What follows belongs to an exercise in optimizing a design on an open flow for small area and a short achievable clock period; a production flow would make more cautious choices.
At most, simulation tests tie the RTL to the original design; equivalence was not proved.
Function not checked in run 1: the RTL went through the layout flow alone.
Power is estimated from default activity; no workload was simulated.

$ cat flow/config.mk
export PLATFORM = sky130hd
export DESIGN_NAME = Controller
export DESIGN_NICKNAME = Controller
export VERILOG_FILES = /design/flow/design.v
export SDC_FILE = /design/flow/constraint.sdc
export NUM_CORES = 4
export LEC_CHECK = 0
export CAP_MARGIN = 20
export CORE_MARGIN = 2
export CORE_UTILIZATION = 30
export SETUP_SLACK_MARGIN = 2
export SLEW_MARGIN = 20
$ cat flow/constraint.sdc
create_clock -name core_clock -period 9.0 [get_ports {CLK}]
set_input_delay 1.8000 -clock core_clock [delete_from_list [all_inputs] [get_ports {CLK}]]
set_output_delay 1.8000 -clock core_clock [all_outputs]
set_load 0.01 [all_outputs]
$ cat flow/design.v
module Controller (CLK, reset, busIn, instrIn, imemAddr, out);
input CLK;
input reset;
input [31:0] busIn;
input [15:0] instrIn;
output [15:0] imemAddr;
output [106:0] out;
reg [15:0] pc;
reg [31:0] acc;
reg mode;
wire [7:0] op  = instrIn[15:8];
wire [7:0] imm = instrIn[7:0];
wire hi0    = (op[7:5] == 3'b000);
wire grp0   = hi0 & ~op[4];            
wire grp1   = hi0 &  op[4];            
wire o_add  = grp0 & (op[3:0] == 4'h1);
wire o_addi = grp0 & (op[3:0] == 4'h2);
wire o_sub  = grp0 & (op[3:0] == 4'h3);
wire o_subi = grp0 & (op[3:0] == 4'h4);
wire o_shl  = grp0 & (op[3:0] == 4'h5);
wire o_shr  = grp0 & (op[3:0] == 4'h6);
wire o_ld   = grp0 & (op[3:0] == 4'h7);
wire o_ldi  = grp0 & (op[3:0] == 4'h8);
wire o_st   = grp0 & (op[3:0] == 4'h9);
wire o_and  = grp0 & (op[3:0] == 4'ha);
wire o_andi = grp0 & (op[3:0] == 4'hb);
wire o_or   = grp0 & (op[3:0] == 4'hc);
wire o_ori  = grp0 & (op[3:0] == 4'hd);
wire o_xor  = grp0 & (op[3:0] == 4'he);
wire o_xori = grp0 & (op[3:0] == 4'hf);
wire o_br   = grp1 & (op[3:0] == 4'h0);
wire o_brz  = grp1 & (op[3:0] == 4'h1);
wire o_brnz = grp1 & (op[3:0] == 4'h2);
wire o_exit = grp1 & (op[3:0] == 4'h3);
wire busform = o_add | o_sub | o_ld | o_and | o_or | o_xor;
wire m0 = ~mode;
wire [31:0] b = mode ? busIn : {24'b0, imm};
wire sub = mode ? (op[1] & op[0]) : (op[2] & ~op[0]);
wire [31:0] bx = b ^ {32{sub}};
wire [31:0] p0 = acc ^ bx;
wire [31:0] g0 = acc & bx;
wire [31:0] sum;
add32 u_add (.a(acc), .b(bx), .cin(sub), .s(sum));
function [31:0] rev32(input [31:0] x);
  integer k;
  for (k = 0; k < 32; k = k + 1) rev32[k] = x[31-k];
endfunction
wire dir_l = op[0];                  
wire [31:0] sh_in = dir_l ? acc : rev32(acc);
wire [31:0] sh = sh_in << imm[4:0];
wire s_add = mode ? (o_add | o_sub) : (o_addi | o_subi);
wire s_shl = m0 & o_shl;
wire s_shr = m0 & o_shr;
wire s_ld  = mode ? o_ld  : o_ldi;
wire s_and = mode ? o_and : o_andi;
wire s_or  = mode ? o_or  : o_ori;
wire s_xor = mode ? o_xor : o_xori;
wire s_keep = ~(s_add | s_shl | s_shr | s_ld | s_and | s_or | s_xor);
wire s_g = s_and | s_or;
wire s_p = s_xor | s_or;
wire [31:0] acc_n = ({32{s_add}} & sum)
                  | ({32{s_shl}} & sh)
                  | ({32{s_shr}} & rev32(sh))
                  | ({32{s_ld}}  & b)
                  | ({32{s_g}}   & g0)
                  | ({32{s_p}}   & p0)
                  | ({32{s_keep}} & acc);
wire zero  = ~|acc;
wire taken = m0 & (o_br | (o_brz & zero) | (o_brnz & ~zero));
wire hold  = m0 & busform;
wire [7:0] inc_lo = taken ? imm : {7'b0, ~hold};
wire neg = taken & imm[7];
wire [8:0] lo = {1'b0, pc[7:0]} + {1'b0, inc_lo};
wire [7:0] hi_p = pc[15:8] + 8'd1;
wire [7:0] hi_m = pc[15:8] - 8'd1;
wire [7:0] hi = (lo[8] == neg) ? pc[15:8] : (lo[8] ? hi_p : hi_m);
wire [15:0] pc_n = {hi, lo[7:0]};
wire st = m0 & o_st;
wire rd = m0 & busform;
assign imemAddr = pc;
assign out = {(st | rd) ? imm : 8'b0, rd, st, st ? acc : 32'b0,
              acc_n, pc_n, instrIn, m0 & o_exit};
always @(posedge CLK)
  if (reset) begin
    pc   <= 16'b0;
    acc  <= 32'b0;
    mode <= 1'b0;
  end else begin
    pc   <= pc_n;
    acc  <= acc_n;
    mode <= rd;
  end
endmodule
module add32(input [31:0] a, input [31:0] b, input cin, output [31:0] s);
wire [31:0] p0 = a ^ b;
wire [31:0] g0 = a & b;
wire gc0 = g0[0] | (p0[0] & cin);
wire g_0 = g0[1] | (p0[1] & gc0);
wire g_1 = g0[3] | (p0[3] & g0[2]);
wire p_1 = p0[3] & p0[2];
wire g_2 = g0[5] | (p0[5] & g0[4]);
wire p_2 = p0[5] & p0[4];
wire g_3 = g0[7] | (p0[7] & g0[6]);
wire p_3 = p0[7] & p0[6];
wire g_4 = g0[9] | (p0[9] & g0[8]);
wire p_4 = p0[9] & p0[8];
wire g_5 = g0[11] | (p0[11] & g0[10]);
wire p_5 = p0[11] & p0[10];
wire g_6 = g0[13] | (p0[13] & g0[12]);
wire p_6 = p0[13] & p0[12];
wire g_7 = g0[15] | (p0[15] & g0[14]);
wire p_7 = p0[15] & p0[14];
wire g_8 = g0[17] | (p0[17] & g0[16]);
wire p_8 = p0[17] & p0[16];
wire g_9 = g0[19] | (p0[19] & g0[18]);
wire p_9 = p0[19] & p0[18];
wire g_10 = g0[21] | (p0[21] & g0[20]);
wire p_10 = p0[21] & p0[20];
wire g_11 = g0[23] | (p0[23] & g0[22]);
wire p_11 = p0[23] & p0[22];
wire g_12 = g0[25] | (p0[25] & g0[24]);
wire p_12 = p0[25] & p0[24];
wire g_13 = g0[27] | (p0[27] & g0[26]);
wire p_13 = p0[27] & p0[26];
wire g_14 = g0[29] | (p0[29] & g0[28]);
wire p_14 = p0[29] & p0[28];
wire g_15 = g0[31] | (p0[31] & g0[30]);
wire p_15 = p0[31] & p0[30];
wire g_16 = g_1 | (p_1 & g_0);
wire g_17 = g_3 | (p_3 & g_2);
wire p_17 = p_3 & p_2;
wire g_18 = g_5 | (p_5 & g_4);
wire p_18 = p_5 & p_4;
wire g_19 = g_7 | (p_7 & g_6);
wire p_19 = p_7 & p_6;
wire g_20 = g_9 | (p_9 & g_8);
wire p_20 = p_9 & p_8;
wire g_21 = g_11 | (p_11 & g_10);
wire p_21 = p_11 & p_10;
wire g_22 = g_13 | (p_13 & g_12);
wire p_22 = p_13 & p_12;
wire g_23 = g_15 | (p_15 & g_14);
wire p_23 = p_15 & p_14;
wire g_24 = g_17 | (p_17 & g_16);
wire g_25 = g_19 | (p_19 & g_18);
wire p_25 = p_19 & p_18;
wire g_26 = g_21 | (p_21 & g_20);
wire p_26 = p_21 & p_20;
wire g_27 = g_23 | (p_23 & g_22);
wire p_27 = p_23 & p_22;
wire g_28 = g_25 | (p_25 & g_24);
wire g_29 = g_27 | (p_27 & g_26);
wire p_29 = p_27 & p_26;
wire g_30 = g_29 | (p_29 & g_28);
wire g_31 = g_26 | (p_26 & g_28);
wire g_32 = g_18 | (p_18 & g_24);
wire g_33 = g_20 | (p_20 & g_28);
wire g_34 = g_22 | (p_22 & g_31);
wire g_35 = g_2 | (p_2 & g_16);
wire g_36 = g_4 | (p_4 & g_24);
wire g_37 = g_6 | (p_6 & g_32);
wire g_38 = g_8 | (p_8 & g_28);
wire g_39 = g_10 | (p_10 & g_33);
wire g_40 = g_12 | (p_12 & g_31);
wire g_41 = g_14 | (p_14 & g_34);
wire g_42 = g0[2] | (p0[2] & g_0);
wire g_43 = g0[4] | (p0[4] & g_16);
wire g_44 = g0[6] | (p0[6] & g_35);
wire g_45 = g0[8] | (p0[8] & g_24);
wire g_46 = g0[10] | (p0[10] & g_36);
wire g_47 = g0[12] | (p0[12] & g_32);
wire g_48 = g0[14] | (p0[14] & g_37);
wire g_49 = g0[16] | (p0[16] & g_28);
wire g_50 = g0[18] | (p0[18] & g_38);
wire g_51 = g0[20] | (p0[20] & g_33);
wire g_52 = g0[22] | (p0[22] & g_39);
wire g_53 = g0[24] | (p0[24] & g_31);
wire g_54 = g0[26] | (p0[26] & g_40);
wire g_55 = g0[28] | (p0[28] & g_34);
wire g_56 = g0[30] | (p0[30] & g_41);
assign s[0] = p0[0] ^ cin;
assign s[1] = p0[1] ^ gc0;
assign s[2] = p0[2] ^ g_0;
assign s[3] = p0[3] ^ g_42;
assign s[4] = p0[4] ^ g_16;
assign s[5] = p0[5] ^ g_43;
assign s[6] = p0[6] ^ g_35;
assign s[7] = p0[7] ^ g_44;
assign s[8] = p0[8] ^ g_24;
assign s[9] = p0[9] ^ g_45;
assign s[10] = p0[10] ^ g_36;
assign s[11] = p0[11] ^ g_46;
assign s[12] = p0[12] ^ g_32;
assign s[13] = p0[13] ^ g_47;
assign s[14] = p0[14] ^ g_37;
assign s[15] = p0[15] ^ g_48;
assign s[16] = p0[16] ^ g_28;
assign s[17] = p0[17] ^ g_49;
assign s[18] = p0[18] ^ g_38;
assign s[19] = p0[19] ^ g_50;
assign s[20] = p0[20] ^ g_33;
assign s[21] = p0[21] ^ g_51;
assign s[22] = p0[22] ^ g_39;
assign s[23] = p0[23] ^ g_52;
assign s[24] = p0[24] ^ g_31;
assign s[25] = p0[25] ^ g_53;
assign s[26] = p0[26] ^ g_40;
assign s[27] = p0[27] ^ g_54;
assign s[28] = p0[28] ^ g_34;
assign s[29] = p0[29] ^ g_55;
assign s[30] = p0[30] ^ g_41;
assign s[31] = p0[31] ^ g_56;
endmodule
$ cat flow/flow/run.sh
#!/bin/bash
# Own layout flow: the standard ORFS flow (standard synthesis unchanged), with every
# port still buffered but by sky130_fd_sc_hd__buf_1 instead of the delay cell buffer_ports
# picks by default; the resizer upsizes these where timing needs it.
set -euo pipefail
export BUFFER_PORTS_ARGS="-buffer_cell sky130_fd_sc_hd__buf_1"
bash standard.sh finish > standard_finish.log 2>&1
$ cat flow/standard.sh
#!/bin/bash
# synth_recipe.tcl (not shown) runs the flow's synth.tcl, then flattens the netlist and writes it again
# the make line also repeats each setting of config.mk as NAME=value (left out here)
make -C /OpenROAD-flow-scripts/flow DESIGN_CONFIG=/design/flow/config.mk WORK_HOME=/design/flow/orfs CLKGATE_MAP_FILE= SYNTH_SCRIPT=/design/flow/synth_recipe.tcl "${@:-finish}"
==> flow_metrics.tcl, run 1 <==
set metrics [dict create \
    status "timing/DRC/antenna clean" \
    ctsRootBufferMaster "clkbuf_16" \
    crit_required_ns 7.20 \
    die_h_um 173 \
    routed_via_density 6.12 \
    syn-num-nets 1194 \
    hold_end "pc[9]$_SDFF_PP0_" \
    ir_worst_vdd_v 0.0000670 \
    drtAntennaViolNets 0 \
    drive_above_1_share 0.254 \
    routed-wl-met2_um 17000 \
    yosys_warnings 1 \
    grt_pass1_vias 9401 \
    drt_pass1_iterations 6 \
    finalCriticalPeriod_ns 8.02 \
    num_vias 10000 \
    hold_start "pc[9]$_SDFF_PP0_" \
    cts_max_path_buffers 2 \
    areaGrowthSynthToFinish_pct 28.9 \
    utilization 0.394 \
    synth_top_family_by_area "compound AO/OA/AOI/OAI gates" \
    slew_headroom 0.207 \
    drt_iter0_drc 1347 \
    clk-insertion-delay-late_ns 0.31 \
    synth-simple-area-share 0.201 \
    io_pins 173 \
    setup_violations 0 \
    rr_worst_depth 20 \
    rows 61 \
    synthMuxAreaShare 0.196 \
    cap_viol_max_count 0 \
    whs_ns 0.563 \
    n_fill_cell 2806 \
    r2r-end "acc[31]$_SDFF_PP0_" \
    crit_type "input pin to output port" \
    wl_um 38600 \
    rsz0062_at_grt "yes" \
    min_path_type "flip-flop to flip-flop" \
    routed.top_layer "met4" \
    synth_seq_cells 49 \
    endpoint_kind "output port" \
    avgSynthCellArea_um2 7.89 \
    synthCells 1080 \
    antenna_cells 0 \
    synth_cell_types 77 \
    tns_ns 0 \
    p_leak_nw 4.27 \
    coreArea_mm2 0.0279 \
    cts_sinks 49 \
    hold_viol 0 \
    syn_area_mm2 0.00853 \
    nets 1372 \
    period_share 0.891 \
    synth_fa_ha_area_frac 0.110 \
    drcViolationCount 0 \
    grt_usage 0.243 \
    clk_pin_slew_ns 0.07 \
    die_w_um 173 \
    reg2reg_from "mode$_SDFF_PP0_" \
    grt_pass1_wl_um 57300 \
    drv_slew 0 \
    max_freq_mhz 125 \
    yosysSeqAreaShare 0.115 \
    hold_path_depth 2 \
    place_congestion 0.994 \
    p_total_uw 731 \
    synth_edf_count 0 \
    die_area_mm2 0.0298 \
    arrival_ns 6.22 \
    hpwl_um 26900 \
    initial_core_util 0.306 \
    wl_per_cell_um 23.6 \
    worst_pin_slew_ns 1.19 \
    cts_tree "done" \
    rrSetupSlack_ns 3.41 \
    async_flop_share 0 \
    synth_flop_cell "dfxtp_1" \
    grt_max_degree 65 \
    cts_buffers 5 \
    grt_overflow_total 0 \
    synth_compound_area_frac 0.268 \
    antenna_found_initial 0 \
    start_kind "input pin" \
    m1WireLength_um 15600 \
    met3WireLength_um 3980 \
    cts_max_level 2 \
    p_per_area_mw_per_mm2 66.5 \
    synth_xor_area_frac 0.0327 \
    clock_skew_ns 0.00940 \
    io_buffers 172 \
    cp_max_fo 6 \
]
-- worst max-delay path, cell delays in order --
cell and delay [ns]:
clkbuf_16 0.15, buf_6 0.12, o31ai_4 0.20, buf_12 0.16, buf_4 0.11, buf_8 0.12, xnor2_1 0.14, ha_1 0.30
a21oi_1 0.28, o211ai_1 0.23, a32o_1 0.31, a21oi_2 0.14, o21a_1 0.18, buf_4 0.13, inv_2 0.03, a21oi_1 0.12
o21bai_1 0.11, fa_2 0.34, xor2_1 0.17, a22oi_1 0.14, o22ai_1 0.13, a21oi_2 0.20, o21ai_1 0.09, a211o_1 0.34
buf_2 0.17
-- placed cells by master (no fill, tap or decap), drive strengths merged, types with 9 or more instances in the layout --
cell type	instances
a22oi	20
a21oi	95
a32oi	20
nand2	78
buf	267
inv	35
a221oi	9
a21o	9
or3	10
fa	18
mux2	37
clkbuf	14
dfxtp	49
o21ai	51
nor4	12
and2	78
xor2	11
ha	46
nand3	24
xnor2	20
o22ai	18
a221o	22
mux2i	35
nor3	23
o211ai	9
nor2b	12
a211oi	9
a31oi	28
nor2	81
mux4	39
-- worst max path at each step --
stage               startpoint      end  slack [ns]  cells past startpoint
finish              instrIn[8]  out[60]        0.98                     25
global route        instrIn[8]  out[60]        0.84                     26
CTS                 instrIn[8]  out[62]        1.01                     22
detailed placement  instrIn[8]  out[32]        0.46                     25
global placement    instrIn[8]  out[32]        0.51                     25
floorplan           instrIn[8]  out[64]        1.45                     21
-- synth_stat cells (all sizes together) (18+ instances only) --
library cell	n	area, µm²
a21oi	95	475
a221o	22	220
buf	46	295
fa	18	360
inv	36	135
a32oi	20	175
nor3	23	120
mux2i	35	375
mux2	37	417
a31oi	28	175
xnor2	20	175
o22ai	18	113
nand3	24	120
clkbuf	61	229
nand2	78	293
mux4	39	878
dfxtp	49	981
nor2	81	307
and2	78	490
a22oi	20	150
o21ai	51	255
ha	46	576
-- logic make-up (layout without fill, tap and decap cells) --
kind of cell | Yosys count | in the layout
AO/OA/AOI/OAI | 340 | 340
XOR/XNOR | 31 | 31
adder cells (fa/ha/maj) | 64 | 64
buffers and inverters | 144 | 323
flip-flops | 49 | 49
multiplexers | 111 | 111
AND/OR/NAND/NOR | 341 | 341
-- per-stage QoR --
step	instance area, µm²	worst slack (ns)	cells
after global routing	11000	0.836	1637
after detailed placement	9570	0.459	1549
after CTS	10400	1.01	1603
after floorplan	8840	1.45	1080
final	11000	0.977	1637
after global placement	9570	0.508	1549
-- state kept, by name, indices dropped and copies added (netlist names) --
register and count:
acc 32, pc 16, mode 1
-- repair_timing --
item,in CTS,in global routing
setup endpoints to repair,35,34
pin swaps,35,42
buffers inserted,42,32
gates cloned,4,0
hold buffers,0,0
resized for setup,67,80
-- report_power, final --
group / switching, mW / leakage (nW) / internal (mW)
Clock: 0.100 / 0.0810 / 0.132
Sequential: 0.00639 / 0.396 / 0.219
Combinational: 0.164 / 3.79 / 0.109
-- per-layer routing --
layer	track usage	vias up
met5	0	-
met4	0.111	0
met3	0.0398	131
met2	0.377	680
met1	0.331	4775
li1	-	4425
-- cell type report --
class                      instances  area, µm²  share of cell area
timing repair buffer             277       1720               0.157
multi-input combinational        887       7460               0.679
sequential                        49        985              0.0896
tap                              378        473              0.0430
inverter                          37        173              0.0157
clock inverter                     2       38.8             0.00353
clock buffer                       6        129              0.0117
timing repair inverter             1       8.76            0.000797
==> run 2: changes to the inputs <==
--- a/flow/design.v
+++ b/flow/design.v
@@ -71,9 +71,38 @@
 wire [7:0] inc_lo = taken ? imm : {7'b0, ~hold};
 wire neg = taken & imm[7];
-wire [8:0] lo = {1'b0, pc[7:0]} + {1'b0, inc_lo};
-wire [7:0] hi_p = pc[15:8] + 8'd1;
-wire [7:0] hi_m = pc[15:8] - 8'd1;
-wire [7:0] hi = (lo[8] == neg) ? pc[15:8] : (lo[8] ? hi_p : hi_m);
-wire [15:0] pc_n = {hi, lo[7:0]};
+wire [7:0] lp = pc[7:0] ^ inc_lo;
+wire [7:0] lg = pc[7:0] & inc_lo;
+wire [7:0] lc;    
+assign lc[0] = lg[0];
+assign lc[1] = lg[1] | (lp[1] & lg[0]);
+wire g32 = lg[3] | (lp[3] & lg[2]);
+wire p32 = lp[3] & lp[2];
+assign lc[2] = lg[2] | (lp[2] & lc[1]);
+assign lc[3] = g32 | (p32 & lc[1]);
+wire g54 = lg[5] | (lp[5] & lg[4]);
+wire p54 = lp[5] & lp[4];
+wire g76 = lg[7] | (lp[7] & lg[6]);
+wire p76 = lp[7] & lp[6];
+wire g74 = g76 | (p76 & g54);
+wire p74 = p76 & p54;
+assign lc[4] = lg[4] | (lp[4] & lc[3]);
+assign lc[5] = g54 | (p54 & lc[3]);
+wire g64 = lg[6] | (lp[6] & g54);
+wire p64 = lp[6] & p54;
+assign lc[6] = g64 | (p64 & lc[3]);
+assign lc[7] = g74 | (p74 & lc[3]);
+wire [7:0] lo = lp ^ {lc[6:0], 1'b0};
+wire up = lc[7] & ~neg;
+wire dn = ~lc[7] & neg;
+wire [7:0] ones, zeros;    
+assign ones[0] = 1'b1;
+assign zeros[0] = 1'b1;
+genvar gi;
+generate for (gi = 1; gi < 8; gi = gi + 1) begin : g_hi
+  assign ones[gi]  = ones[gi-1] & pc[8+gi-1];
+  assign zeros[gi] = zeros[gi-1] & ~pc[8+gi-1];
+end endgenerate
+wire [7:0] hi = pc[15:8] ^ (({8{up}} & ones) | ({8{dn}} & zeros));
+wire [15:0] pc_n = {hi, lo};
 wire st = m0 & o_st;
 wire rd = m0 & busform;
==> flow/flow/run.sh (replaced) <==
#!/bin/bash
# Own layout flow: the standard ORFS flow with two changes.
#  - Synthesis: ADDER_MAP_FILE is left empty, so Yosys does not extract full/half adder cells
#    before ABC and ABC maps the adders' gates itself (faster, no larger). Everything else in
#    the standard synthesis, and so every register, its name and cell type, is unchanged.
#  - Placement: every port still gets a buffer, but sky130_fd_sc_hd__buf_1 instead of the delay
#    cell buffer_ports picks by default; the resizer upsizes these where timing needs it.
# Each step's full log is under orfs/logs/; make's own output goes to standard_finish.log.
set -euo pipefail
export BUFFER_PORTS_ARGS="-buffer_cell sky130_fd_sc_hd__buf_1"
bash standard.sh ADDER_MAP_FILE= finish > standard_finish.log 2>&1
--- a/flow/config.mk
+++ b/flow/config.mk
@@ -6,7 +6,7 @@
 export NUM_CORES = 4
 export LEC_CHECK = 0
+export ABC_AREA = 1
 export CAP_MARGIN = 20
 export CORE_MARGIN = 2
 export CORE_UTILIZATION = 30
-export SETUP_SLACK_MARGIN = 2
 export SLEW_MARGIN = 20
==> flow_metrics.tcl, run 2 <==
set metrics [dict create \
    ir_worst_vdd_v 0.0000749 \
    finalCriticalPeriod_ns 7.51 \
    ctsResizeCount 0 \
    drv_slew 0 \
    crit_type "input pin to output port" \
    areaGrowthSynthToFinish_pct 10.5 \
    wl_per_cell_um 18.3 \
    r2r-end "acc[31]$_SDFF_PP0_" \
    final_cell_mix "460 x nand2_1, 173 x nor2_1, 169 x buf_1, 141 x inv_1, 120 x o21ai_0" \
    cts_max_level 2 \
    synth-simple-area-share 0.456 \
    antenna_found_initial 0 \
    die_w_um 168 \
    critPathMostFrequentCell "nor2_1" \
    cts_sinks 49 \
    final_common_cell "nand2_1" \
    grt_max_degree 50 \
    crit_required_ns 7.20 \
    yosysTopAreaCell "nand2_1" \
    io_pins 173 \
    clk-insertion-delay-late_ns 0.32 \
    cts_tree "done" \
    synth_seq_cells 49 \
    synth_flop_cell "dfxtp_1" \
    ctsRootBufferMaster "clkbuf_16" \
    endpoint_kind "output port" \
    synth_top_family_by_area "simple AND/OR/NAND/NOR gates" \
    hold_start "pc[15]$_SDFF_PP0_" \
    drtAntennaViolNets 0 \
    cts_max_path_buffers 2 \
    drcViolationCount 0 \
    yosys_warnings 1 \
    status "timing/DRC/antenna clean" \
    grt_overflow_total 0 \
    slowest_delay_ns 0.75 \
    coreArea_mm2 0.0261 \
    grt_pass1_vias 9476 \
    synth_common_cells "460 x nand2_1, 173 x nor2_1, 141 x inv_1, 120 x o21ai_0, 99 x nand3_1" \
    crit_slowest_cell "clkbuf_2" \
    reg_top3 "acc (32), pc (16), mode (1)" \
    max_freq_mhz 133 \
    synth_fa_ha_area_frac 0 \
    hold_path_depth 2 \
    slew_headroom 0.255 \
    io_buffers 172 \
    final_area_mm2 0.00887 \
    placed_cell_area_mm2 0.00872 \
    routed_via_density 5.47 \
    tns_ns 0 \
    wl_um 35500 \
    die_h_um 168 \
    whs_ns 0.534 \
    grt_usage 0.244 \
    cp_max_fo 49 \
    synthMuxAreaShare 0.0337 \
    avgSynthCellArea_um2 5.36 \
    synth_cell_types 56 \
    initial_core_util 0.307 \
    cap_viol_max_count 0 \
    synth.area.top_cells "nand2_1 22%, dfxtp_1 12%, nor2_1 8.1%" \
    synthCells 1499 \
    regMostFlops "acc" \
    period_share 0.834 \
    hold_viol 0 \
    place_congestion 0.982 \
    clk_pin_slew_ns 0.08 \
    drt_iter0_drc 1505 \
    rows 59 \
    async_flop_share 0 \
    cts_setup_buffers 0 \
    num_vias 10600 \
    cts_buffers 5 \
    synth_xor_area_frac 0.0171 \
    p_leak_nw 3.95 \
    synth_compound_area_frac 0.232 \
    grt_pass1_wl_um 53900 \
    hpwl_um 27300 \
    synth_top_area_share 0.215 \
    reg2reg_from "mode$_SDFF_PP0_" \
    synth_edf_count 0 \
    path_cells "clkbuf_2, nand2_2, nor2_1, inv_1, nor2_1, a31o_2, nor2_1, nand3_1, inv_2, a2111oi_0, nand2_1, buf_1" \
    setup_violations 0 \
    clock_skew_ns 0.00834 \
    arrival_ns 5.71 \
    start_kind "input pin" \
    nets 1652 \
    crit_family "buffers and inverters" \
    syn-num-nets 1549 \
    worst_pin_slew_ns 1.11 \
    yosysMostFrequentCell "nand2_1" \
    yosysSeqAreaShare 0.122 \
    hold_end "pc[15]$_SDFF_PP0_" \
    p_per_area_mw_per_mm2 74.6 \
    min_path_type "flip-flop to flip-flop" \
    drive_above_1_share 0.0761 \
    syn_area_mm2 0.00803 \
    ctsHoldBuffers 0 \
    largest_reg_flops 32 \
    antenna_cells 0 \
    rrSetupSlack_ns 5.26 \
    die_area_mm2 0.0281 \
    rr_worst_depth 25 \
    drt_pass1_iterations 6 \
    rsz0062_at_grt "no" \
    n_fill_cell 3032 \
    worst-path-buf-inv 4 \
]
## run 2: worst reg2reg max path: stages (launching register included)
cell     delay [ns]
dfxtp_2        0.38
buf_4          0.48
inv_2          0.25
nand2_2        0.15
nand2_2        0.36
nand2_1        0.20
nand3_1        0.17
nand2_1        0.14
inv_1          0.09
nand2_1        0.09
nor2_1         0.04
nand2_1        0.13
nand2_2        0.11
nand2_1        0.11
nand2_2        0.09
nand2_2        0.10
nand2_2        0.07
nand2_2        0.08
nand2_2        0.06
nand2_2        0.07
nand2_1        0.06
nand2_2        0.08
nand2_1        0.05
nand2_1        0.07
nand3_2        0.08
a21oi_2        0.14
## run 2: how the worst max path moves through the flow
| stage | cells after the start | from | slack, ns | end |
|---|---|---|---|---|
| global route | 12 | instrIn[8] | 1.13 | out[40] |
| CTS | 12 | instrIn[8] | 1.67 | out[40] |
| detailed placement | 12 | instrIn[8] | 1.66 | out[40] |
| global placement | 26 | instrIn[2] | 1.84 | out[64] |
| finish | 12 | instrIn[8] | 1.49 | out[40] |
| floorplan | 15 | instrIn[8] | 3.38 | out[61] |
## run 2: kinds of logic (layout without fill, tap and decap cells)
group	count (synthesis)	in the layout
and+or+nand+nor	842	842
AOI/OAI and AO/OA	312	312
buffers and inverters	255	359
DFF	49	49
muxes	27	27
xor gates and xnor gates	14	14
## run 2: report_power, final
group	total, mW	internal [mW]	switching, mW
logic	0.214	0.0582	0.156
clock network	0.225	0.108	0.117
registers	0.223	0.219	0.00341
## run 2: final cells by class
class	instances	area, µm²	area share
Inverter	163	613	0.0691
Clock buffer	5	125	0.0141
Tap cell	335	419	0.0472
Timing Repair Buffer	188	769	0.0867
Sequential cell	49	982	0.111
Multi-Input combinational cell	1195	5930	0.669
Clock inverter	3	28.8	0.00324
## run 2: metrics by stage
stage          setup WS [ns]  std cells  power, mW  utilization
3_3_place_gp            1.84       1930      0.435        0.334
5_1_grt                 1.13       1938      0.694        0.339
4_1_cts                 1.67       1938      0.659        0.339
2_1_floorplan           3.38       1499      0.378            -
6_report                1.49       1938      0.662        0.339
3_5_place_dp            1.66       1930      0.437        0.334
## run 2: per-layer routing
metal  share of wire  track usage  up-vias
met5               0            0        -
met4           0.045        0.105        0
met3           0.092       0.0442       87
met2            0.44        0.394      578
met1            0.42        0.318     4792
li1                -            -     5145
==> run 3: changes to the inputs <==
--- a/flow/config.mk
+++ b/flow/config.mk
@@ -10,3 +10,4 @@
 export CORE_MARGIN = 2
 export CORE_UTILIZATION = 30
+export SETUP_SLACK_MARGIN = 1
 export SLEW_MARGIN = 20
==> flow_metrics.tcl, run 3 <==
set metrics [dict create \
    status "timing/DRC/antenna clean" \
    cp_max_fo 49 \
    place_ws_ns 1.66 \
    grt_pass1_vias 9476 \
    drt_iter0_drc 1505 \
    die_area_mm2 0.0281 \
    combPwrFrac 0.323 \
    synth.area.top_cells "nand2_1 22%, dfxtp_1 12%, nor2_1 8.1%" \
    period_share 0.834 \
    clk-insertion-delay-late_ns 0.32 \
    p_per_area_mw_per_mm2 74.6 \
    synth_top_area_share 0.215 \
    hpwl_um 27300 \
    rows 59 \
    yosysSeqAreaShare 0.122 \
    rr_worst_depth 25 \
    ir_worst_vdd_v 0.0000749 \
    path_cells "clkbuf_2, nand2_2, nor2_1, inv_1, nor2_1, a31o_2, nor2_1, nand3_1, inv_2, a2111oi_0, nand2_1, buf_1" \
    areaGrowthSynthToFinish_pct 10.5 \
    wl_per_cell_um 18.3 \
    place_congestion 0.982 \
    drcViolationCount 0 \
    cts_buffers 5 \
    cts_tree "done" \
    async_flop_share 0 \
    switching_power_uw 276 \
    yosysTopAreaCell "nand2_1" \
    cts_sinks 49 \
    utilization 0.339 \
    slew_headroom 0.255 \
    nets 1652 \
    tns_ns 0 \
    hold_end "pc[15]$_SDFF_PP0_" \
    antenna_cells 0 \
    rrSetupSlack_ns 5.26 \
    grt_pass1_wl_um 53900 \
    initial_core_util 0.307 \
    crit_required_ns 7.20 \
    num_vias 10600 \
    drv_slew 0 \
    crit_type "input pin to output port" \
    cts_max_level 2 \
    coreArea_mm2 0.0261 \
    die_w_um 168 \
    cts_setup_buffers 0 \
    start_kind "input pin" \
    ctsHoldBuffers 0 \
    drt_pass1_iterations 6 \
    worst_pin_slew_ns 1.11 \
    p_leak_nw 3.95 \
    grt_max_degree 50 \
    synth_edf_count 0 \
    min_path_type "flip-flop to flip-flop" \
    final_cell_mix "460 x nand2_1, 173 x nor2_1, 169 x buf_1, 141 x inv_1, 120 x o21ai_0" \
    whs_ns 0.534 \
    reg2reg_from "mode$_SDFF_PP0_" \
    io_buffers 172 \
    grt_usage 0.244 \
    wl_um 35500 \
    cp-startpoint "instrIn[8]" \
    synthCells 1499 \
    avgSynthCellArea_um2 5.36 \
    r2r-end "acc[31]$_SDFF_PP0_" \
    p_clk_frac 0.341 \
    cap_viol_max_count 0 \
    finalCriticalPeriod_ns 7.51 \
    antenna_found_initial 0 \
    yosys_warnings 1 \
    regMostFlops "acc" \
    max_freq_mhz 133 \
    clock_skew_ns 0.00834 \
    rsz0062_at_grt "no" \
    die_h_um 168 \
    arrival_ns 5.71 \
    grt_overflow_total 0 \
    synth_flop_cell "dfxtp_1" \
    hold_path_depth 2 \
    io_pins 173 \
    synth_common_cells "460 x nand2_1, 173 x nor2_1, 141 x inv_1, 120 x o21ai_0, 99 x nand3_1" \
    n_fill_cell 3032 \
    sequentialPowerShare 0.337 \
    synth_seq_cells 49 \
    drive_above_1_share 0.0761 \
    ctsResizeCount 0 \
    syn-num-nets 1549 \
    setup_violations 0 \
    largest_reg_flops 32 \
    drtAntennaViolNets 0 \
    slowest_delay_ns 0.75 \
    hold_start "pc[15]$_SDFF_PP0_" \
    reg_top3 "acc (32), pc (16), mode (1)" \
    final_common_cell "nand2_1" \
    clk_pin_slew_ns 0.08 \
    ctsRootBufferMaster "clkbuf_16" \
    power.internal_uw 386 \
    yosysMostFrequentCell "nand2_1" \
    syn_area_mm2 0.00803 \
    hold_viol 0 \
    endpoint_kind "output port" \
    setup_ws_ns 1.49 \
    routed_via_density 5.47 \
    crit_slowest_cell "clkbuf_2" \
    critPathMostFrequentCell "nor2_1" \
    synth_cell_types 56 \
    cts_max_path_buffers 2 \
    switching_share 0.417 \
]
[run 3: final cells by class]
class,instances,area (µm²),share of cell area
inverter,163,613,0.0691
clock buffer,5,125,0.0141
tap,335,419,0.0472
timing repair buffer,188,769,0.0867
multi-input combinational,1195,5930,0.669
sequential,49,982,0.111
clock inverter,3,28.8,0.00324
[run 3: how the worst max path moves through the flow]
| stage | endpoint | slack [ns] |
|---|---|---|
| final | out[40] | 1.49 |
| after global routing | out[40] | 1.13 |
| after CTS | out[40] | 1.67 |
| after detailed placement | out[40] | 1.66 |
| after global placement | out[64] | 1.84 |
| after floorplan | out[61] | 3.38 |
[run 3: cells by family after synthesis]
family | Yosys count | synth area share
and+or+nand+nor | 842 | 0.456
muxes | 27 | 0.0337
xor gates and xnor gates | 14 | 0.0171
AOI/OAI and AO/OA | 312 | 0.232
buffers and inverters | 255 | 0.139
DFF | 49 | 0.122
[run 3: worst max-delay path: cells and delay by family]
kind | cells | cell delay (ns)
AO/OA/AOI/OAI | 2 | 0.86
buffers and inverters | 4 | 1.68
AND/OR/NAND/NOR | 6 | 1.34
[run 3: layer usage]
layer | global-route usage | part of all wire
met5 | 0 | 0
met2 | 0.394 | 0.44
met3 | 0.0442 | 0.092
met4 | 0.105 | 0.045
met1 | 0.318 | 0.42
[run 3: through the flow]
| step | instance area, µm² | instances | power [mW] |
|---|---|---|---|
| 2_1_floorplan | 8030 | 1499 | 0.378 |
| 5_1_grt | 8870 | 1938 | 0.694 |
| 3_5_place_dp | 8720 | 1930 | 0.437 |
| 4_1_cts | 8870 | 1938 | 0.659 |
| 6_report | 8870 | 1938 | 0.662 |
| 3_3_place_gp | 8720 | 1930 | 0.435 |
[run 3: power by group through the flow]
stage / logic [mW] / clock network [mW] / registers [mW]
floorplan: 0.151 / 0 / 0.227
global placement: 0.208 / 0 / 0.228
detailed placement: 0.209 / 0 / 0.228
CTS: 0.210 / 0.227 / 0.223
global route: 0.236 / 0.235 / 0.223
finish: 0.214 / 0.225 / 0.223
==> run 4: changes to the inputs <==
--- a/flow/config.mk
+++ b/flow/config.mk
@@ -10,4 +10,4 @@
 export CORE_MARGIN = 2
 export CORE_UTILIZATION = 30
-export SETUP_SLACK_MARGIN = 1
+export SETUP_SLACK_MARGIN = 3
 export SLEW_MARGIN = 20
==> flow_metrics.tcl, run 4 <==
set metrics [dict create \
    status "timing/DRC/antenna clean" \
    synth.area.top_cells "nand2_1 22%, dfxtp_1 12%, nor2_1 8.1%" \
    routed.top_layer "met4" \
    hold_path_depth 2 \
    reg_top3 "acc (32), pc (16), mode (1)" \
    drv_slew 0 \
    ctsRootBufferMaster "clkbuf_16" \
    io_pins 173 \
    synth_flop_cell "dfxtp_1" \
    antenna_found_initial 0 \
    path_cells "clkbuf_16, nand2_8, o21ai_4, buf_4, nand2_4, buf_4, nand2_1, o21ai_1, or2_2, nand2_1, nand2_1, nor3_1, nor2_2, nand2_4, nand2_4, nand2_2, nand2_2, nand2_2, nand2_2, nand3_2, nand2_1, buf_2" \
    die_h_um 168 \
    synth_common_cells "460 x nand2_1, 173 x nor2_1, 141 x inv_1, 120 x o21ai_0, 99 x nand3_1" \
    cts_max_level 2 \
    synth_top_area_share 0.215 \
    endpoint_kind "output port" \
    rsz0062_at_grt "yes" \
    cts_max_path_buffers 2 \
    yosysSeqAreaShare 0.122 \
    wl_um 42900 \
    met3WireLength_um 4850 \
    hpwl_um 27300 \
    drt_pass1_iterations 6 \
    multiInputGateArea_mm2 0.00718 \
    grt_pass1_wl_um 59200 \
    whs_ns 0.533 \
    clk-insertion-delay-late_ns 0.32 \
    yosysTopAreaCell "nand2_1" \
    drtAntennaViolNets 0 \
    io_buffers 172 \
    nets 1803 \
    arrival_ns 4.42 \
    slew_headroom 0.425 \
    avgSynthCellArea_um2 5.36 \
    dp.cells 1930 \
    cp_max_fo 7 \
    cts_buffers 5 \
    routed-wl-met2_um 18700 \
    syn_area_mm2 0.00803 \
    crit_type "input pin to output port" \
    cap_viol_max_count 0 \
    drcViolationCount 0 \
    cts_sinks 49 \
    ir_worst_vdd_v 0.0000727 \
    drive_above_1_share 0.287 \
    grt_max_degree 50 \
    synthCells 1499 \
    yosys_warnings 1 \
    drt_iter0_drc 1752 \
    die_w_um 168 \
    place_congestion 0.982 \
    rows 59 \
    clock_skew_ns 0.00799 \
    m1WireLength_um 16300 \
    num_vias 12000 \
    areaGrowthSynthToFinish_pct 47.5 \
    worst_pin_slew_ns 0.855 \
    final_common_cell "nand2_1" \
    routed_via_density 5.74 \
    seq_area_um2 982 \
    tns_ns 0 \
    finalCriticalPeriod_ns 6.22 \
    syn-num-nets 1549 \
    ctsHoldBuffers 0 \
    max_freq_mhz 161 \
    p_leak_nw 5.30 \
    regMostFlops "acc" \
    min_path_type "flip-flop to flip-flop" \
    crit_slowest_cell "nor3_1" \
    hold_viol 0 \
    clk_pin_slew_ns 0.09 \
    p_per_area_mw_per_mm2 64.1 \
    largest_reg_flops 32 \
    initial_core_util 0.307 \
    antenna_cells 0 \
    grt_overflow_total 0 \
    rrSetupSlack_ns 3.33 \
    n_fill_cell 2718 \
    grt_usage 0.269 \
    yosysMostFrequentCell "nand2_1" \
    setup_violations 0 \
    cts_tree "done" \
    grt_pass1_vias 10300 \
    rr_worst_depth 37 \
    slowest_delay_ns 0.36 \
    synth_cell_types 56 \
    coreArea_mm2 0.0261 \
    start_kind "input pin" \
    final_area_mm2 0.0118 \
    synth_seq_cells 49 \
    period_share 0.691 \
    placed_cell_area_mm2 0.00872 \
    die_area_mm2 0.0281 \
    async_flop_share 0 \
    wl_per_cell_um 20.5 \
    final_cell_count_no_fill 2089 \
    synth_edf_count 0 \
    crit_required_ns 7.20 \
    final_cell_mix "399 x nand2_1, 151 x nor2_1, 129 x buf_1, 128 x inv_1, 111 x buf_4" \
]
[run 4: changes by cell type in the layout (fill, tap and decap cells not counted), moves of 19 or more]
cell	before	now
nor2_1	173	151
o21ai_1	16	41
buf_4	16	111
a2111oi_0	19	0
nand2_2	24	66
buf_6	0	25
nand2_1	460	399
o21ai_0	120	71
buf_1	169	129
[run 4: final cells by class]
class                   instances  share of cell area
repair inverters                7             0.00507
multi-input cells            1199               0.607
flip-flops and latches         49              0.0829
clock buffers                   5              0.0106
well taps                     335              0.0354
clock inverters                 3             0.00243
repair buffers                328               0.198
inverters                     163              0.0584
[run 4: per-stage QoR]
| step | util | worst slack [ns] | power, mW |
|---|---|---|---|
| 2_1_floorplan | - | 3.38 | 0.378 |
| 3_3_place_gp | 0.334 | 1.84 | 0.435 |
| 3_5_place_dp | 0.334 | 1.66 | 0.437 |
| 4_1_cts | 0.385 | 2.93 | 0.702 |
| 5_1_grt | 0.453 | 2.67 | 0.788 |
| 6_report | 0.453 | 2.78 | 0.759 |
[run 4: final timing paths]
check,startpoint,to
setup / recovery,instrIn[8],out[64]
hold / removal,pc[15]$_SDFF_PP0_,pc[15]$_SDFF_PP0_
setup reg to reg,mode$_SDFF_PP0_,acc[26]$_SDFF_PP0_
hold reg to reg,pc[15]$_SDFF_PP0_,pc[15]$_SDFF_PP0_
[run 4: critical path: cells and delay by family]
kind / cells / cell delay [ns]
buf+inv: 4 / 0.61
compound gates: 2 / 0.21
simple gates: 16 / 1.76
[run 4: report_power, final]
group          total, mW  switching (mW)  internal [mW]  leakage (nW)
sequential         0.223         0.00393          0.220         0.396
clock              0.227           0.119          0.108        0.0767
combinational      0.309           0.199          0.109          4.82
total              0.759           0.322          0.437          5.30
[run 4: cell families after synthesis]
group,after synthesis,share of synthesized area
compound gates,312,0.232
simple gates,842,0.456
buf+inv,255,0.139
mux,27,0.0337
xor+xnor,14,0.0171
flops,49,0.122
[run 4: what timing repair did]
item / CTS / global route
resized for setup: 151 / 309
cloned: 12 / 8
pin swaps: 29 / 98
buffers inserted: 62 / 69
setup endpoints to repair: 56 / 49
[run 4: layer usage]
metal	up-vias	global-route usage
met2	848	0.426
met3	217	0.0589
met5	-	0
met4	0	0.141
li1	5451	-
met1	5483	0.344
==> run 5: changes to the inputs <==
--- a/flow/config.mk
+++ b/flow/config.mk
@@ -10,4 +10,4 @@
 export CORE_MARGIN = 2
 export CORE_UTILIZATION = 30
-export SETUP_SLACK_MARGIN = 3
+export SETUP_SLACK_MARGIN = 2
 export SLEW_MARGIN = 20
==> flow_metrics.tcl, run 5 <==
set metrics [dict create \
    ctsRootBufferMaster "clkbuf_16" \
    start_kind "input pin" \
    yosys_warnings 1 \
    drt_iter0_drc 1345 \
    endpoint_kind "output port" \
    routed_via_density 5.43 \
    n_fill_cell 3035 \
    coreArea_mm2 0.0261 \
    yosysTopAreaCell "nand2_1" \
    crit_required_ns 7.20 \
    antenna_cells 0 \
    grt_pass1_wl_um 54200 \
    hold_viol 0 \
    async_flop_share 0 \
    num_vias 10500 \
    regMostFlops "acc" \
    drv_slew 0 \
    min_path_type "flip-flop to flip-flop" \
    die_area_mm2 0.0281 \
    largest_reg_flops 32 \
    grt_usage 0.246 \
    cp_max_fo 28 \
    avgSynthCellArea_um2 5.36 \
    clk-insertion-delay-late_ns 0.32 \
    p_leak_nw 3.97 \
    final_cell_count_no_fill 1942 \
    ctsHoldBuffers 0 \
    cts_tree "done" \
    initial_core_util 0.307 \
    clock_skew_ns 0.00900 \
    cts_sinks 49 \
    wl_per_cell_um 18.4 \
    drt_pass1_iterations 6 \
    place_congestion 0.982 \
    worst_pin_slew_ns 1.12 \
    finalCriticalPeriod_ns 6.74 \
    syn-num-nets 1549 \
    cts_buffers 5 \
    tns_ns 0 \
    rsz0062_at_grt "yes" \
    synthCells 1499 \
    ir_worst_vdd_v 0.0000752 \
    die_h_um 168 \
    syn_area_mm2 0.00803 \
    drtAntennaViolNets 0 \
    cts_max_path_buffers 2 \
    die_w_um 168 \
    max_freq_mhz 148 \
    yosysSeqAreaShare 0.122 \
    dp.cells 1930 \
    multiInputGateArea_mm2 0.00597 \
    final_common_cell "nand2_1" \
    setup_violations 0 \
    rows 59 \
    utilization 0.343 \
    crit_type "input pin to output port" \
    wl_um 35700 \
    synth_cell_types 56 \
    clk_pin_slew_ns 0.08 \
    cts_max_level 2 \
    hpwl_um 27300 \
    io_buffers 172 \
    slew_headroom 0.252 \
    areaGrowthSynthToFinish_pct 11.6 \
    status "timing/DRC/antenna clean" \
    synth_edf_count 0 \
    cap_viol_max_count 0 \
    antenna_found_initial 0 \
    io_pins 173 \
    grt_overflow_total 0 \
    synth_flop_cell "dfxtp_1" \
    seq_area_um2 982 \
    synth_top_area_share 0.215 \
    period_share 0.749 \
    reg_top3 "acc (32), pc (16), mode (1)" \
    p_per_area_mw_per_mm2 74.2 \
    nets 1656 \
    final_cell_mix "460 x nand2_1, 172 x nor2_1, 168 x buf_1, 139 x inv_1, 117 x o21ai_0" \
    grt_pass1_vias 9482 \
    synth_common_cells "460 x nand2_1, 173 x nor2_1, 141 x inv_1, 120 x o21ai_0, 99 x nand3_1" \
    synth.area.top_cells "nand2_1 22%, dfxtp_1 12%, nor2_1 8.1%" \
    drcViolationCount 0 \
    yosysMostFrequentCell "nand2_1" \
    synth_seq_cells 49 \
    arrival_ns 4.94 \
    grt_max_degree 50 \
    p_total_uw 664 \
    drive_above_1_share 0.0834 \
]
run 5: area by class of cell:
type                    count  area share
flip-flops and latches     49       0.110
multi-input cells        1195       0.667
clock buffers               5      0.0140
repair buffers            190      0.0887
clock inverters             3     0.00321
repair inverters            2     0.00112
inverters                 163      0.0700
well taps                 335      0.0468
run 5: path summary, 6_finish.rpt:
check / startpoint / depth (start not counted) / slack, ns / end
max: instrIn[0] / 15 / 2.26 / out[45]
min: pc[15]$_SDFF_PP0_ / 2 / 0.53 / pc[15]$_SDFF_PP0_
max reg2reg: mode$_SDFF_PP0_ / 25 / 5.27 / acc[31]$_SDFF_PP0_
min reg2reg: pc[15]$_SDFF_PP0_ / 2 / 0.53 / pc[15]$_SDFF_PP0_
run 5: report_power, final:
part	switching (mW)	internal (mW)	leakage, nW
Combinational	0.156	0.0594	3.50
Clock	0.117	0.108	0.0767
Sequential	0.00345	0.219	0.396
run 5: stage by stage:
step	hold slack (ns)	instance area (µm²)	setup WS [ns]
3_3_place_gp	0.523	8720	1.84
3_5_place_dp	0.522	8720	1.66
2_1_floorplan	0.539	8030	3.38
5_1_grt	0.573	8960	1.97
4_1_cts	0.537	8910	2.10
6_report	0.534	8960	2.26
run 5: cell families (layout without fill, tap and decap cells):
family,Yosys count,count (layout),share of synthesized area
xor+xnor,14,14,0.0171
flops,49,49,0.122
buf+inv,255,363,0.139
compound gates,312,312,0.232
simple gates,842,842,0.456
mux,27,27,0.0337
run 5: timing repair:
action / 4_1_cts / 5_1_grt
cloned: 2 / 0
gates resized for setup: 12 / 17
endpoints found under the hold margin: 0 / 0
endpoints found under the setup margin: 35 / 35
buffers inserted: 0 / 2
run 5: per-layer routing:
metal | track usage | up-vias | share of wire
met3 | 0.0442 | 84 | 0.089
met2 | 0.395 | 535 | 0.44
li1 | - | 5148 | -
met4 | 0.103 | 0 | 0.045
met5 | 0 | - | 0
met1 | 0.324 | 4780 | 0.42
run 5: critical path, stage by stage:
cell and delay [ns]:
buf_1 0.07, buf_4 0.19, inv_1 0.33, buf_4 0.39, mux2i_1 0.34, o21ai_0 0.14
inv_1 0.07, nand2_1 0.04, o21ai_0 0.10, o21ai_0 0.15, a21oi_1 0.45, nor2_1 0.08
a2111oi_0 0.49, nand2_1 0.11, buf_1 0.16
==> run 6: changes to the inputs <==
--- a/flow/config.mk
+++ b/flow/config.mk
@@ -9,5 +9,5 @@
 export CAP_MARGIN = 20
 export CORE_MARGIN = 2
-export CORE_UTILIZATION = 30
-export SETUP_SLACK_MARGIN = 2
+export CORE_UTILIZATION = 45
+export SETUP_SLACK_MARGIN = 2.5
 export SLEW_MARGIN = 20
==> flow_metrics.tcl, run 6 <==
set metrics [dict create \
    status "timing/DRC/antenna clean" \
    hpwl_um 24500 \
    finalCriticalPeriod_ns 6.39 \
    setup_ws_ns 2.61 \
    drcViolationCount 0 \
    p_per_area_mw_per_mm2 72.0 \
    endpoint_kind "output port" \
    final_common_cell "nand2_1" \
    initial_core_util 0.463 \
    r2r-end "acc[31]$_SDFF_PP0_" \
    die_w_um 138 \
    whs_ns 0.530 \
    drv_slew 0 \
    syn_area_mm2 0.00803 \
    cts_max_path_buffers 2 \
    drive_above_1_share 0.100 \
    grt_overflow_total 0 \
    synth_top_area_share 0.215 \
    clock_skew_ns 0.0160 \
    wl_um 33000 \
    synth_flop_cell "dfxtp_1" \
    grt_max_degree 50 \
    synth_edf_count 0 \
    nets 1671 \
    synth-simple-area-share 0.456 \
    yosys_warnings 1 \
    cts_sinks 49 \
    reg_top3 "acc (32), pc (16), mode (1)" \
    rows 48 \
    coreArea_mm2 0.0174 \
    place_ws_ns 1.84 \
    synth_compound_area_frac 0.232 \
    cts_buffers 5 \
    synth_top_family_by_area "simple AND/OR/NAND/NOR gates" \
    wl_per_cell_um 17.9 \
    start_kind "input pin" \
    ctsHoldBuffers 0 \
    clk_pin_slew_ns 0.08 \
    io_buffers 172 \
    synthMuxAreaShare 0.0337 \
    grt_pass1_wl_um 49900 \
    crit_type "input pin to output port" \
    arrival_ns 4.59 \
    yosysTopAreaCell "nand2_1" \
    yosysMostFrequentCell "nand2_1" \
    hold_end "pc[15]$_SDFF_PP0_" \
    critPathMostFrequentCell "nand2_1" \
    setup_violations 0 \
    cts_max_level 2 \
    ir_worst_vdd_v 0.0000765 \
    rr_worst_depth 25 \
    drt_pass1_iterations 7 \
    synth_common_cells "460 x nand2_1, 173 x nor2_1, 141 x inv_1, 120 x o21ai_0, 99 x nand3_1" \
    worst_pin_slew_ns 0.711 \
    synth_seq_cells 49 \
    hold_viol 0 \
    p_leak_nw 4.09 \
    regMostFlops "acc" \
    synth_fa_ha_area_frac 0 \
    die_h_um 138 \
    cap_viol_max_count 0 \
    hold_path_depth 2 \
    grt_usage 0.343 \
    drtAntennaViolNets 0 \
    reg2reg_from "mode$_SDFF_PP0_" \
    crit_slowest_cell "a2111oi_0" \
    yosysSeqAreaShare 0.122 \
    areaGrowthSynthToFinish_pct 13.1 \
    antenna_found_initial 0 \
    place_congestion 1.01 \
    final_cell_mix "460 x nand2_1, 171 x nor2_1, 166 x buf_1, 136 x inv_1, 115 x o21ai_0" \
    crit_family "buffers and inverters" \
    syn-num-nets 1549 \
    period_share 0.710 \
    synth.area.top_cells "nand2_1 22%, dfxtp_1 12%, nor2_1 8.1%" \
    synth_xor_area_frac 0.0171 \
    num_vias 10500 \
    io_pins 173 \
    max_freq_mhz 157 \
    rrSetupSlack_ns 5.24 \
    cts_tree "done" \
    rsz0062_at_grt "yes" \
    worst-path-buf-inv 6 \
    crit_required_ns 7.20 \
    ctsRootBufferMaster "clkbuf_16" \
    synthCells 1499 \
    largest_reg_flops 32 \
    async_flop_share 0 \
    tns_ns 0 \
    hold_start "pc[15]$_SDFF_PP0_" \
    grt_pass1_vias 9376 \
    synth_cell_types 56 \
    cp_max_fo 22 \
    clk-insertion-delay-late_ns 0.32 \
    die_area_mm2 0.0189 \
    slowest_delay_ns 0.66 \
    drt_iter0_drc 981 \
    antenna_cells 0 \
    slew_headroom 0.525 \
    routed_via_density 5.70 \
    avgSynthCellArea_um2 5.36 \
    min_path_type "flip-flop to flip-flop" \
    path_cells "buf_1, nor3_2, nand2_1, nor3_2, nand2_1, buf_4, o21ai_1, buf_6, inv_1, nand3_4, inv_4, a2111oi_0, nand2_1, buf_1" \
]
## run 6: layer usage
layer  routed length [µm]  up-vias  global-route usage  share of wire
met5                    0        -                   0              0
met2                14700      556               0.549           0.45
met4                 2020        0               0.220          0.061
met3                 3050      107              0.0596          0.092
li1                     -     5167                   -              -
met1                13200     4707               0.423           0.40
## run 6: kinds of logic after synthesis
family                 Yosys count
flip-flops                      49
multiplexers                    27
AND/OR/NAND/NOR                842
buffers and inverters          255
XOR/XNOR                        14
AO/OA/AOI/OAI                  312
## run 6: worst max-delay path by stage
stage / from / to / cells after the start
after floorplan: instrIn[8] / out[61] / 15
after CTS: instrIn[8] / out[62] / 12
after detailed placement: instrIn[0] / out[53] / 16
after global placement: instrIn[4] / out[64] / 26
final: instrIn[14] / out[52] / 14
after global routing: instrIn[2] / out[64] / 27
## run 6: what timing repair did
item                                    in CTS  in global routing
endpoints found under the hold margin        0                  0
endpoints found under the setup margin      44                 39
buffers inserted                             6                 14
pin swaps                                    1                  4
gates resized for setup                     24                 45
gates cloned                                 2                  1
## run 6: cell type report
type | count | area [µm²]
Clock inverter | 1 | 7.51
Clock buffer | 7 | 133
Timing Repair Buffer | 204 | 941
Timing Repair inverter | 2 | 10.0
Inverter | 163 | 641
Sequential cell | 49 | 982
Fill cell | 1946 | 8280
Tap cell | 225 | 282
Multi-Input combinational cell | 1196 | 6080
## run 6: power by group
| part | internal, mW | leakage [nW] | switching [mW] |
|---|---|---|---|
| Sequential | 0.219 | 0.396 | 0.00361 |
| Clock | 0.104 | 0.0641 | 0.103 |
| Combinational | 0.0671 | 3.63 | 0.156 |
| Total | 0.391 | 4.09 | 0.263 |
## run 6: per-stage QoR
| stage | total power, mW | std cells | util | area [µm²] |
|---|---|---|---|---|
| 4_1_cts | 0.638 | 1832 | 0.508 | 8810 |
| 5_1_grt | 0.686 | 1847 | 0.523 | 9080 |
| 3_5_place_dp | 0.430 | 1816 | 0.493 | 8550 |
| 3_3_place_gp | 0.429 | 1816 | 0.493 | 8550 |
| 2_1_floorplan | 0.378 | 1499 | - | 8030 |
| 6_report | 0.654 | 1847 | 0.523 | 9080 |
## run 6: worst min-delay path, delay by kind of cell (launching register included)
family           cells  cell delay (ns)
AO/OA/AOI/OAI        1             0.07
flip-flops           1             0.32
AND/OR/NAND/NOR      1             0.10
==> run 7: changes to the inputs <==
--- a/flow/design.v
+++ b/flow/design.v
@@ -11,27 +11,13 @@
 wire [7:0] op  = instrIn[15:8];
 wire [7:0] imm = instrIn[7:0];
-wire hi0    = (op[7:5] == 3'b000);
-wire grp0   = hi0 & ~op[4];            
-wire grp1   = hi0 &  op[4];            
-wire o_add  = grp0 & (op[3:0] == 4'h1);
-wire o_addi = grp0 & (op[3:0] == 4'h2);
-wire o_sub  = grp0 & (op[3:0] == 4'h3);
-wire o_subi = grp0 & (op[3:0] == 4'h4);
-wire o_shl  = grp0 & (op[3:0] == 4'h5);
-wire o_shr  = grp0 & (op[3:0] == 4'h6);
-wire o_ld   = grp0 & (op[3:0] == 4'h7);
-wire o_ldi  = grp0 & (op[3:0] == 4'h8);
-wire o_st   = grp0 & (op[3:0] == 4'h9);
-wire o_and  = grp0 & (op[3:0] == 4'ha);
-wire o_andi = grp0 & (op[3:0] == 4'hb);
-wire o_or   = grp0 & (op[3:0] == 4'hc);
-wire o_ori  = grp0 & (op[3:0] == 4'hd);
-wire o_xor  = grp0 & (op[3:0] == 4'he);
-wire o_xori = grp0 & (op[3:0] == 4'hf);
-wire o_br   = grp1 & (op[3:0] == 4'h0);
-wire o_brz  = grp1 & (op[3:0] == 4'h1);
-wire o_brnz = grp1 & (op[3:0] == 4'h2);
-wire o_exit = grp1 & (op[3:0] == 4'h3);
-wire busform = o_add | o_sub | o_ld | o_and | o_or | o_xor;
+wire lo_ok  = (op[7:4] == 4'h0);       
+wire hi_ok  = (op[7:4] == 4'h1);       
+wire [3:0] o = op[3:0];
+wire o_br   = hi_ok & (o == 4'h0);
+wire o_brz  = hi_ok & (o == 4'h1);
+wire o_brnz = hi_ok & (o == 4'h2);
+wire o_exit = hi_ok & (o == 4'h3);
+wire o_st   = lo_ok & (o == 4'h9);
+wire busform = lo_ok & ((o == 4'h1) | (o == 4'h3) | (o == 4'h7) | (o == 4'ha) | (o == 4'hc) | (o == 4'he));
 wire m0 = ~mode;
 wire [31:0] b = mode ? busIn : {24'b0, imm};
@@ -48,18 +34,42 @@
 wire dir_l = op[0];                  
 wire [31:0] sh_in = dir_l ? acc : rev32(acc);
-wire [31:0] sh = sh_in << imm[4:0];
-wire s_add = mode ? (o_add | o_sub) : (o_addi | o_subi);
-wire s_shl = m0 & o_shl;
-wire s_shr = m0 & o_shr;
-wire s_ld  = mode ? o_ld  : o_ldi;
-wire s_and = mode ? o_and : o_andi;
-wire s_or  = mode ? o_or  : o_ori;
-wire s_xor = mode ? o_xor : o_xori;
-wire s_keep = ~(s_add | s_shl | s_shr | s_ld | s_and | s_or | s_xor);
-wire s_g = s_and | s_or;
-wire s_p = s_xor | s_or;
+wire [31:0] x4 = sh_in << imm[3:0];
+wire n4 = imm[4];
+reg f_add, f_shl, f_shr, f_ld, f_g, f_p, f_keep;
+always @* begin
+  {f_add, f_shl, f_shr, f_ld, f_g, f_p, f_keep} = 7'b0;
+  if (mode)
+    case (o)
+      4'h1, 4'h3: f_add = 1'b1;
+      4'h7: f_ld = 1'b1;
+      4'ha: f_g = 1'b1;
+      4'hc: begin f_g = 1'b1; f_p = 1'b1; end
+      4'he: f_p = 1'b1;
+      default: f_keep = 1'b1;
+    endcase
+  else
+    case (o)
+      4'h2, 4'h4: f_add = 1'b1;
+      4'h5: f_shl = 1'b1;
+      4'h6: f_shr = 1'b1;
+      4'h8: f_ld = 1'b1;
+      4'hb: f_g = 1'b1;
+      4'hd: begin f_g = 1'b1; f_p = 1'b1; end
+      4'hf: f_p = 1'b1;
+      default: f_keep = 1'b1;
+    endcase
+end
+wire s_add  = lo_ok & f_add;
+wire s_shl  = lo_ok & f_shl;
+wire s_shr  = lo_ok & f_shr;
+wire s_ld   = lo_ok & f_ld;
+wire s_g    = lo_ok & f_g;
+wire s_p    = lo_ok & f_p;
+wire s_keep = ~lo_ok | f_keep;
 wire [31:0] acc_n = ({32{s_add}} & sum)
-                  | ({32{s_shl}} & sh)
-                  | ({32{s_shr}} & rev32(sh))
+                  | ({32{s_shl & ~n4}} & x4)
+                  | ({32{s_shl &  n4}} & {x4[15:0], 16'b0})
+                  | ({32{s_shr & ~n4}} & rev32(x4))
+                  | ({32{s_shr &  n4}} & {16'b0, rev32({x4[15:0], 16'b0})} )
                   | ({32{s_ld}}  & b)
                   | ({32{s_g}}   & g0)
--- a/flow/config.mk
+++ b/flow/config.mk
@@ -10,4 +10,4 @@
 export CORE_MARGIN = 2
 export CORE_UTILIZATION = 45
-export SETUP_SLACK_MARGIN = 2.5
+export SETUP_SLACK_MARGIN = 2.8
 export SLEW_MARGIN = 20
==> flow_metrics.tcl, run 7 <==
set metrics [dict create \
    grt_usage 0.385 \
    reg_top3 "acc (32), pc (16), mode (1)" \
    regMostFlops "acc" \
    grt_pass1_wl_um 54100 \
    synth_seq_cells 49 \
    final_cell_count_no_fill 1863 \
    yosysTopAreaCell "nand2_1" \
    die_area_mm2 0.0186 \
    yosysSeqAreaShare 0.124 \
    ctsRootBufferMaster "clkbuf_16" \
    initial_core_util 0.457 \
    final_cell_mix "432 x nand2_1, 158 x buf_1, 157 x inv_1, 155 x nor2_1, 103 x o21ai_0" \
    drtAntennaViolNets 0 \
    grt_pass1_vias 9438 \
    io_pins 173 \
    hold_viol 0 \
    synth_top_area_share 0.218 \
    path_cells "clkbuf_16, buf_6, nand2_1, o21ai_0, mux2i_1, buf_4, mux2i_1, o21ai_1, nand2_1, nand2_1, inv_1, a2111oi_2, nand2_1, buf_1" \
    clock_skew_ns 0.0113 \
    seq_area_um2 982 \
    cts_max_level 2 \
    coreArea_mm2 0.0172 \
    grt_overflow_total 0 \
    cts_tree "done" \
    ir_worst_vdd_v 0.0000654 \
    synth_cell_types 53 \
    synth_common_cells "458 x nand2_1, 174 x nor2_1, 163 x inv_1, 118 x o21ai_0, 94 x nand3_1" \
    grt_max_degree 48 \
    drt_pass1_iterations 9 \
    p_clk_frac 0.299 \
    critPathMostFrequentCell "nand2_1" \
    p_per_area_mw_per_mm2 72.2 \
    cp_max_fo 27 \
    start_kind "input pin" \
    num_vias 11200 \
    final_area_mm2 0.00960 \
    yosys_warnings 1 \
    status "timing/DRC/antenna clean" \
    die_w_um 136 \
    nets 1687 \
    finalCriticalPeriod_ns 6.22 \
    hold_start "pc[10]$_SDFF_PP0_" \
    cts_sinks 49 \
    drv_slew 0 \
    arrival_ns 4.42 \
    cp-startpoint "instrIn[8]" \
    drcViolationCount 0 \
    largest_reg_flops 32 \
    tns_ns 0 \
    switching_share 0.410 \
    syn_area_mm2 0.00788 \
    placed_cell_area_mm2 0.00853 \
    worst_pin_slew_ns 1.09 \
    power.internal_uw 409 \
    place_congestion 1.24 \
    avgSynthCellArea_um2 5.30 \
    clk_pin_slew_ns 0.07 \
    clk-insertion-delay-late_ns 0.32 \
    cts_buffers 5 \
    switching_power_uw 285 \
    crit_type "input pin to output port" \
    worst-path-buf-inv 5 \
    cts_max_path_buffers 2 \
    routed_via_density 6.04 \
    reg2reg_from "mode$_SDFF_PP0_" \
    period_share 0.691 \
    min_path_type "flip-flop to flip-flop" \
    areaGrowthSynthToFinish_pct 21.8 \
    sequentialPowerShare 0.323 \
    crit_slowest_cell "a2111oi_2" \
    combPwrFrac 0.378 \
    async_flop_share 0 \
    synthCells 1487 \
    synth_flop_cell "dfxtp_1" \
    whs_ns 0.534 \
    crit_family "compound AO/OA/AOI/OAI gates" \
    crit_required_ns 7.20 \
    endpoint_kind "output port" \
    slowest_delay_ns 0.39 \
    n_fill_cell 1831 \
    multiInputGateArea_mm2 0.00631 \
    cap_viol_max_count 0 \
    final_common_cell "nand2_1" \
    synth_edf_count 0 \
    syn-num-nets 1537 \
    setup_violations 0 \
    antenna_found_initial 0 \
    io_buffers 172 \
    slew_headroom 0.265 \
    yosysMostFrequentCell "nand2_1" \
    wl_per_cell_um 20.5 \
    drive_above_1_share 0.134 \
    drt_iter0_drc 1643 \
    p_leak_nw 4.40 \
    dp.cells 1820 \
    synth.area.top_cells "nand2_1 22%, dfxtp_1 12%, nor2_1 8.3%" \
    hpwl_um 28700 \
    rows 48 \
    max_freq_mhz 161 \
    die_h_um 136 \
    rsz0062_at_grt "yes" \
    wl_um 38200 \
    utilization 0.557 \
]
## run 7: final cells by class
type / instances / share of cell area
diodes: 1 / 0.000261
multi-input cells: 1179 / 0.657
repair buffers: 220 / 0.121
flip-flops and latches: 49 / 0.102
clock buffers: 7 / 0.0149
well taps: 225 / 0.0293
inverters: 182 / 0.0744
## run 7: repair_timing
action | in CTS | in global routing
endpoints found under the setup margin | 44 | 42
gates cloned | 2 | 4
pin swaps | 3 | 30
hold buffers | 0 | 0
resized for setup | 47 | 130
setup buffers | 2 | 26
## run 7: worst paths after layout
check	to	slack, ns	depth (start not counted)
min reg2reg	pc[10]$_SDFF_PP0_	0.53	2
max reg2reg	acc[29]$_SDFF_PP0_	5.42	21
min	pc[10]$_SDFF_PP0_	0.53	2
max	out[51]	2.78	14
## run 7: stage by stage
stage,total power [mW],worst slack (ns)
after floorplan,0.375,3.35
after global placement,0.440,1.93
after detailed placement,0.441,1.91
after CTS,0.657,2.72
after global routing,0.718,2.73
final,0.694,2.78
## run 7: routing by layer
metal | vias up | GRT usage | part of all wire
met2 | 754 | 0.576 | 0.41
met4 | 0 | 0.187 | 0.067
met5 | - | 0 | 0
met3 | 218 | 0.112 | 0.12
met1 | 5049 | 0.503 | 0.40
li1 | 5227 | - | -
## run 7: power by group through the flow
| stage | clock network, mW | registers [mW] | logic (mW) |
|---|---|---|---|
| detailed placement | 0 | 0.229 | 0.212 |
| floorplan | 0 | 0.228 | 0.147 |
| CTS | 0.211 | 0.224 | 0.222 |
| global placement | 0 | 0.229 | 0.211 |
| global route | 0.215 | 0.224 | 0.278 |
| finish | 0.208 | 0.224 | 0.262 |
## run 7: cells by family (layout without fill, tap and decap cells)
kind of cell              count (synthesis)  count (layout)  share of synthesized area
DFF                                      49              49                      0.124
AOI/OAI and AO/OA                       324             324                      0.251
muxes                                    35              35                     0.0444
other                                     0               1                          0
xor gates and xnor gates                  7               7                    0.00778
and+or+nand+nor                         810             813                      0.431
buffers and inverters                   262             409                      0.141
## run 7: tightest hold or removal path, stage by stage (launching register included)
cell and delay (ns):
dfxtp_1 0.33, nand3_1 0.10, a21oi_1 0.06

## separate check: timing with driven ports
No port has a modelled driver above. Below, the same layouts with a new extraction and two added sets of constraints. Step 1 sets driving cells, clkbuf_16 on the clock port and buf_2 on the other inputs (assumed; they add their load-dependent delay and slew). Step 2, shift: input delay + t, output delay - t, t = (earliest + latest rising clock arrival at the registers) / 2. This alone moves slack from input paths to output paths. a / b / c = ideal / step 1 / step 2; a / b = the first two.
run	t, ns	setup slack, ns	latest minus earliest clock arrival (ns)	cell pins on the clock port's net
run 1	0.348	0.977 / 0.938 / 0.938	0.009 / 0.009	1
run 2	0.358	1.490 / 1.469 / 1.469	0.008 / 0.008	1
run 3	0.358	1.490 / 1.469 / 1.469	0.008 / 0.008	1
run 4	0.360	2.782 / 2.531 / 2.443	0.008 / 0.008	1
run 5	0.358	2.263 / 2.243 / 2.243	0.009 / 0.009	1
run 6	0.359	2.612 / 2.588 / 2.588	0.016 / 0.016	1
run 7	0.357	2.784 / 2.647 / 2.647	0.011 / 0.012	1
After both steps setup and hold are still met in every run listed. The setup slack of run 4, which loses most, moves by -0.251 ns with the drivers and by -0.339 ns with both steps.
